This is an optimization exercise on Yosys and OpenROAD, whose aim is small area, a short achievable clock period and few clock cycles, not a production implementation. Power is estimated from default activity; no workload was simulated.

main:
## MultiCPU
module MultiCPU(
    input clk,
    input reset,
    input [31:0] Data_in,
    output mem_w,
    output [2:0] RAMCtrl,
    output [31:0] Data_out,
    output [31:0] Addr_out
    );
    reg [31:0] AR;       
    reg [31:0] FA;       
    reg        isdata;   
    reg        mw_r;
    reg [2:0]  rc_r;
    reg [31:0] IR, SK;
    reg [31:0] NPCD;     
    reg        IRV, SKV;
    reg        EV;
    reg [31:0] A, B, ALT;
    reg        bypA, bypB, bypT;
    reg [4:0]  rdE;
    reg        weE, memE, stE, phE;
    reg [2:0]  modeE;
    reg        subE, sltuE, slE, sraE;
    reg [1:0]  lopE;
    reg [5:0]  rselE;
    reg        brE, predE, jrE, off1E;
    reg [1:0]  brkE;     
    reg [31:0] R;
    reg [4:0]  rdW;
    reg        weW;
    assign Addr_out = AR;
    assign mem_w    = mw_r;
    assign RAMCtrl  = rc_r;
    assign Data_out = ALT;
    wire [31:0] ea = bypA ? R : A;
    wire [31:0] eb = bypB ? R : B;
    wire [31:0] res, sum;
    wire eq;
    ALU alu(.A(ea), .B(eb), .ALT(ALT), .sub(subE), .lop(lopE), .sltu(sltuE), .sl(slE),
            .sra(sraE), .rsel(rselE), .res(res), .sum(sum), .eq(eq));
    wire e_stall = EV & memE & ~phE;                  
    wire cond = brkE[1] ? ~ea[31] : (brkE[0] ? ~eq : eq);
    wire e_skip = EV & brE & ~predE & cond & off1E & IRV & ~pt(IR);
    wire e_redirect = EV & (jrE | (brE & (cond ^ predE) & ~e_skip));
    wire [31:0] e_target = jrE ? sum : ALT;
    wire e_wr = EV & weE & ~e_stall;                  
    wire [5:0] op = IR[31:26];
    wire [5:0] fn = IR[5:0];
    wire [4:0] rs = IR[25:21];
    wire [4:0] rt = IR[20:16];
    wire [4:0] rd = IR[15:11];
    wire [4:0] sa = IR[10:6];
    wire [15:0] imm = IR[15:0];
    wire [31:0] simm = {{16{imm[15]}}, imm};
    wire isR    = (op == 6'b000000);
    wire r_jr   = isR & (fn == 6'b001000);
    wire r_jalr = isR & (fn == 6'b001001);
    wire r_shi  = isR & (fn[5:2] == 4'b0000);         
    wire r_sh   = isR & (fn[5:3] == 3'b000);          
    wire r_log  = isR & (fn[5:2] == 4'b1001);
    wire r_slt  = isR & (fn[5:1] == 5'b10101);
    wire isImm  = (op[5:3] == 3'b001) & (op != 6'b001111);
    wire i_log  = isImm & op[2];
  ...
==> flow/config.mk <==
export PLATFORM = sky130hd
export DESIGN_NAME = MultiCPU
export DESIGN_NICKNAME = MultiCPU
export VERILOG_FILES = /design/flow/design.v
export SDC_FILE = /design/flow/constraint.sdc
export NUM_CORES = 8
export LEC_CHECK = 0
export CAP_MARGIN = 30
export CORE_MARGIN = 2
export CORE_UTILIZATION = 40
export SLEW_MARGIN = 30
export SYNTH_HIERARCHICAL = 1
export SYNTH_MINIMUM_KEEP_SIZE = 0
==> flow/constraint.sdc <==
create_clock -name core_clock -period 13.0 [get_ports {clk}]
set_input_delay 2.6000 -clock core_clock [delete_from_list [all_inputs] [get_ports {clk}]]
set_output_delay 2.6000 -clock core_clock [all_outputs]
set_load 0.01 [all_outputs]
standard.sh (not shown) runs the stock make flow with config.mk's settings and CLKGATE_MAP_FILE= SYNTH_SCRIPT=/design/flow/synth_recipe.tcl, a recipe that flattens the netlist after the stock synthesis.
==> flow/flow/run.sh <==
#!/bin/bash
# Layout flow: the standard flow (standard.sh) with three changes to how the layout
# is made: timing repair aims at a larger setup slack than 0 (so it keeps shortening the
# critical paths), the port buffers are plain buffers instead of delay buffers, and clock
# tree synthesis adds no dummy loads. The clock, its period and the I/O constraints are
# the design's, unchanged.
set -euo pipefail
bash standard.sh synth > synth.log 2>&1
bash standard.sh SETUP_SLACK_MARGIN=8.8 "BUFFER_PORTS_ARGS=-buffer_cell sky130_fd_sc_hd__buf_4" \
  "CTS_ARGS=-sink_clustering_enable -repair_clock_nets -dont_use_dummy_load -buf_list sky130_fd_sc_hd__clkbuf_8 -root_buf sky130_fd_sc_hd__clkbuf_16" finish > layout.log 2>&1
diff inputs: main => the feature branch
-- flow/design.v --
<<< main, line 15
    );
    wire [31:0] bx = sub ? ~B : B;
    ADD32 add(.a(A), .b(bx), .ci(sub), .s(sum));
    wire lt = (A[31] ^ B[31]) ? (sltu ? B[31] : A[31]) : sum[31];
    reg [31:0] lres;
>>> the feature branch, line 15
    );
    wire [31:0] bx = sub ? ~B : B;
    assign sum = A + bx + {31'h0, sub};
    wire lt = (A[31] ^ B[31]) ? (sltu ? B[31] : A[31]) : sum[31];
    reg [31:0] lres;
<<< main, line 47
    assign eq = (A == B);
endmodule
module ADD32(input [31:0] a, input [31:0] b, input ci, output [31:0] s);
    wire [31:0] g = a & b;
    wire [31:0] p = a ^ b;
    wire [31:0] gl [0:5];
    wire [31:0] pl [0:5];
    assign gl[0] = {g[31:1], g[0] | (p[0] & ci)};
    assign pl[0] = p;
    genvar k, i;
    generate
        for (k = 0; k < 5; k = k + 1) begin : lv
            for (i = 0; i < 32; i = i + 1) begin : bt
                if (i >= (1 << k)) begin : x
                    assign gl[k+1][i] = gl[k][i] | (pl[k][i] & gl[k][i - (1 << k)]);
                    assign pl[k+1][i] = pl[k][i] & pl[k][i - (1 << k)];
                end else begin : y
                    assign gl[k+1][i] = gl[k][i];
                    assign pl[k+1][i] = pl[k][i];
                end
            end
        end
    endgenerate
    assign s = p ^ {gl[5][30:0], ci};
endmodule
`timescale 1ns / 1ps
module Regs(
>>> the feature branch, line 47
    assign eq = (A == B);
endmodule
`timescale 1ns / 1ps
module Regs(
<<< main, line 85
    wire [31:0] sela, selb;
    wire [1023:0] all;
    assign all[31:0] = 32'h0;
    assign sela[0] = 1'b0;
    assign selb[0] = 1'b0;
    genvar i, b;
    generate
>>> the feature branch, line 62
    wire [31:0] sela, selb;
    wire [1023:0] all;
    wire fwa = we & (wa == ra);
    wire fwb = we & (wa == rb);
    assign all[31:0] = wd;
    assign sela[0] = fwa;
    assign selb[0] = fwb;
    genvar i, b;
    generate
<<< main, line 95
                if (we && wa == i) d <= wd;
            assign all[32*i +: 32] = d;
            assign sela[i] = v[i] & (ra == i);
            assign selb[i] = v[i] & (rb == i);
        end
        for (b = 0; b < 32; b = b + 1) begin : bt
>>> the feature branch, line 74
                if (we && wa == i) d <= wd;
            assign all[32*i +: 32] = d;
            wire keep = v[i] & ~(we && wa == i);
            assign sela[i] = keep & (ra == i);
            assign selb[i] = keep & (rb == i);
        end
        for (b = 0; b < 32; b = b + 1) begin : bt
<<< main, line 120
        end
    endgenerate
    NAND2 u10(.a(s[31]), .b(d[31]), .y(n[10]));
    NAND11OR m(.n(n), .q(q));
endmodule
>>> the feature branch, line 100
        end
    endgenerate
    AOI22 u10(.a1(s[31]), .a2(d[31]), .b1(s[0]), .b2(d[0]), .y(n[10]));
    NAND11OR m(.n(n), .q(q));
endmodule
<<< main, line 126
    assign y = ~((a1 & a2) | (b1 & b2) | (c1 & c2));
endmodule
module NAND2(input a, b, output y);
    assign y = ~(a & b);
endmodule
module NAND11OR(input [10:0] n, output q);
>>> the feature branch, line 106
    assign y = ~((a1 & a2) | (b1 & b2) | (c1 & c2));
endmodule
module AOI22(input a1, a2, b1, b2, output y);
    assign y = ~((a1 & a2) | (b1 & b2));
endmodule
module NAND11OR(input [10:0] n, output q);
<<< main, line 213
    Regs regs(.clk(clk), .rst(reset), .we(weW), .wa(rdW), .wd(R),
              .ra(rs), .rb(rt), .qa(qa), .qb(qb));
    wire [31:0] rsv = (weW && rdW == rs) ? R : qa;
    wire [31:0] rtv = (weW && rdW == rt) ? R : qb;
    wire [31:0] btarget = NPCD + {simm[30:0], 1'b0};
    wire d_pt = pt(IR);
>>> the feature branch, line 193
    Regs regs(.clk(clk), .rst(reset), .we(weW), .wa(rdW), .wd(R),
              .ra(rs), .rb(rt), .qa(qa), .qb(qb));
    wire [31:0] rsv = qa;
    wire [31:0] rtv = qb;
    wire [31:0] btarget = NPCD + {simm[30:0], 1'b0};
    wire d_pt = pt(IR);
### Flow results
- Every stage of the flow completed for the feature branch, and the final layout passed the timing, DRC and antenna checks.
- main → the feature branch: share of total power consumed by net switching now sits higher, leakage power total now sits lower, final non-filler cell total now sits lower, fmax now sits lower, layout cell share with drive strength beyond 1 now sits lower.
- The feature branch vs main, cell area after placement went up by 0.31%.
- Between the feature branch and main, it is the feature branch whose final RePlAce weighted congestion is lower, by 4.8%.
- Changes observed in the feature branch relative to main: final net count lost about 0.38%; clock network latency to the later pin of the worst-skew pair moved down.
- The feature branch vs main: number of non-clock inverters up by more than a quarter
Function was not checked in any run of this note: the RTL went through the layout flow alone.

-- re-timing with driven ports --
How much do the figures lean on ideal ports? The routed layouts below were timed once more, with nothing changed but the port constraints. Step 1 sets driving cells, clkbuf_16 on the clock port and buf_2 on the other inputs (assumed; they add their load-dependent delay and slew). Step 2 times the ports against the registers' clock, not the clock port: input delays grow and output delays shrink by t, the midpoint of the rising clock arrivals with the driver on. a / b / c = ideal / step 1 / step 2; a / b = the first two.
run | t, ns | setup slack, ns | hold WS [ns] | latest minus earliest clock arrival (ns) | worst data-port slew with drivers (ns)
main | 0.881 | 8.469 / 8.481 / 7.600 | 0.431 / 0.431 / 0.431 | 0.184 / 0.185 | 0.07
the feature branch | 0.852 | 8.306 / 8.336 / 7.484 | 0.448 / 0.448 / 0.448 | 0.155 / 0.155 | 0.07
After both steps setup and hold are still met in every run listed. For main, which loses most, drivers alone change the setup slack by +0.012 ns; drivers and shift together by -0.869 ns.
